Source: an optimization exercise on an open RTL-to-GDS flow (aim: a short achievable clock period and few clock cycles). Production flows keep margins and buffers that such runs may drop.
Only simulation tests tie the RTL to the original design; equivalence was not proved.
Power is estimated from default activity; no workload was simulated.

exp/quartz:
Design MIPS, start of the top module:
module MIPS(input clk,input rst,
  output [31:0] imem_addr,input [31:0] imem_rdata,
  output [31:0] dmem_addr,output [31:0] dmem_wdata,output dmem_we,input [31:0] dmem_rdata);
Settings: LEC_CHECK=0, CAP_MARGIN=20, CORE_MARGIN=2, CORE_UTILIZATION=40, PLACE_DENSITY=0.6, SETUP_SLACK_MARGIN=5, SLEW_MARGIN=20; clock period 11.5 ns.
standard.sh (not shown) runs the stock make flow with config.mk's settings and CLKGATE_MAP_FILE= SYNTH_SCRIPT=/design/flow/synth_recipe.tcl, a recipe that flattens the netlist after the stock synthesis.
==> flow/flow/run.sh <==
#!/bin/bash
set -euo pipefail
work=$(pwd)
bash standard.sh SYNTH_SCRIPT="$work/flow/synth_fast.tcl" ADDER_MAP_FILE= SETUP_SLACK_MARGIN=9 MATCH_CELL_FOOTPRINT=0 finish > make_finish.log 2>&1
==> flow/flow/synth_fast.tcl <==
proc synth {args} { yosys synth -nofsm -noshare {*}$args }
# Map with a delay-driven ABC script in place of ORFS's abc_speed script.
proc abc {args} {
  set i [lsearch $args -script]
  set args [lreplace $args $i [expr {$i + 1}] -script "+strash;balance;rewrite;refactor;balance;rewrite,-z;refactor,-z;balance;dch,-f;map,-D,400;buffer,-c;topo;upsize,-c;dnsize,-c"]
  yosys abc {*}$args
}
source $::env(SCRIPTS_DIR)/synth.tcl
# left out here: clear keep_hierarchy, flatten, clean up, hide names made inside functions, write 1_2_yosys.v
The flow completed for exp/quartz, but it is not clean: the layout still shows max-capacitance violations, max-slew violations.
Testbench counts of exp/quartz, summed over its fixed seeds: cycles 78,946.
## Diff of input files: exp/ember against exp/quartz
==> flow/flow/run.sh <==
#!/bin/bash
set -euo pipefail
work=$(pwd)
args=(SYNTH_SCRIPT="$work/flow/synth_fast.tcl" ADDER_MAP_FILE= SETUP_SLACK_MARGIN=8.5 MATCH_CELL_FOOTPRINT=0)
bash standard.sh "${args[@]}" place > make_place.log 2>&1
res="$work/orfs/results/$FLOW_PLATFORM/MIPS/base"
cp "$res/3_place.odb" "$res/3_place_unmoved.odb"
ODB_IN="$res/3_place_unmoved.odb" ODB_OUT="$res/3_place.odb" openroad -no_init -exit "$work/flow/move_out_ffs.tcl" > move_out_ffs.log 2>&1
touch "$res/3_place.odb" "$res/3_place.sdc"
bash standard.sh "${args[@]}" finish > make_finish.log 2>&1
==> flow/flow/move_out_ffs.tcl (new file) <==
# Move each flip-flop that drives an output port's buffer next to that buffer,
# then legalize. Reads ODB_IN, writes ODB_OUT.
read_db $::env(ODB_IN)
set block [ord::get_db_block]
set moved 0
foreach bterm [$block getBTerms] {
  if {[$bterm getIoType] != "OUTPUT"} { continue }
  set net [$bterm getNet]
  set buf ""
  foreach it [$net getITerms] { if {[$it isOutputSignal]} { set buf [$it getInst] } }
  if {$buf == ""} { continue }
  set ff ""
  foreach it [$buf getITerms] {
    if {[$it isInputSignal]} {
      set n2 [$it getNet]
      if {$n2 == "NULL" || $n2 == ""} { continue }
      foreach it2 [$n2 getITerms] { if {[$it2 isOutputSignal]} { set ff [$it2 getInst] } }
    }
  }
  if {$ff == ""} { continue }
  set m [[$ff getMaster] getName]
  if {![string match "*df*" $m]} { continue }
  set loc [$buf getLocation]
  $ff setLocation [lindex $loc 0] [lindex $loc 1]
  incr moved
}
puts "moved $moved flip-flops"
detailed_placement
check_placement
write_db $::env(ODB_OUT)
Notes after the runs:
exp/ember completed end to end with timing, DRC and antenna clean.
Complete run, failing final checks: exp/quartz, reason max-capacitance violations, max-slew violations.
For exp/quartz, the master of the slowest instance on the critical path was sky130_fd_sc_hd__dfrtp_1, unlike exp/ember, where it was sky130_fd_sc_hd__dfxtp_4.
The higher time the final worst path needs with I/O delays and setup of exp/quartz and exp/ember is in exp/quartz.
Combinational fraction of design power in exp/ember is 2.0 points below exp/quartz.
exp/ember has pre-CTS worst setup slack above what exp/quartz had.
--- input diff exp/ember..exp/willow ---
==> flow/flow/run.sh <==
#!/bin/bash
set -euo pipefail
work=$(pwd)
bash standard.sh SYNTH_SCRIPT="$work/flow/synth_fast.tcl" ADDER_MAP_FILE= SETUP_SLACK_MARGIN=8.5 MATCH_CELL_FOOTPRINT=0 finish > make_finish.log 2>&1
removed: flow/flow/move_out_ffs.tcl
Compared with exp/ember, exp/willow shows share of power burned in combinational logic lower by 0.3 points.
Critical path depth: lower on exp/willow
Capturing element of the worst setup path: pcO[20]$_SDFF_PP0_ -> exp/ember, dmem_addr[7] -> exp/willow
The wire length of exp/willow and that of exp/ember are within noise of each other.
Multi-input combinational cell count across exp/ember and exp/willow: no real change.
Compared with exp/ember, exp/willow shows a lower required time of the critical path.
Looking at sequential share of layout area, exp/willow sits 0.22 points higher than exp/ember does.
When the final numbers for exp/ember and exp/willow were put side by side, the worst hold slack turned out to be smaller in exp/willow.

## port drivers added, routing unchanged
In the flow no input, the clock included, has a driving cell. The finished layouts below were timed again as built, in two steps. Step 1 assumes that a clkbuf_16 drives the clock port and a buf_2 every other input. Step 2 times the ports against the registers' clock, not the clock port: input delays grow and output delays shrink by t, the midpoint of the rising clock arrivals with the driver on. a / b / c = ideal / step 1 / step 2; a / b = the first two.
| run | shift t [ns] | setup slack, ns | worst setup path at the end | worst register clock-pin slew, ns |
|---|---|---|---|---|
| exp/quartz | 0.972 | 7.716 / 7.611 / 7.353 | input to register | 0.07 / 0.07 |
| exp/ember | 1.024 | 7.745 / 7.688 / 7.023 | input to register | 0.07 / 0.07 |
| exp/willow | 0.961 | 7.747 / 7.642 / 7.268 | input to register | 0.07 / 0.07 |
The setup slack of exp/ember, which loses most, moves by -0.057 ns with the drivers and by -0.722 ns with both steps.
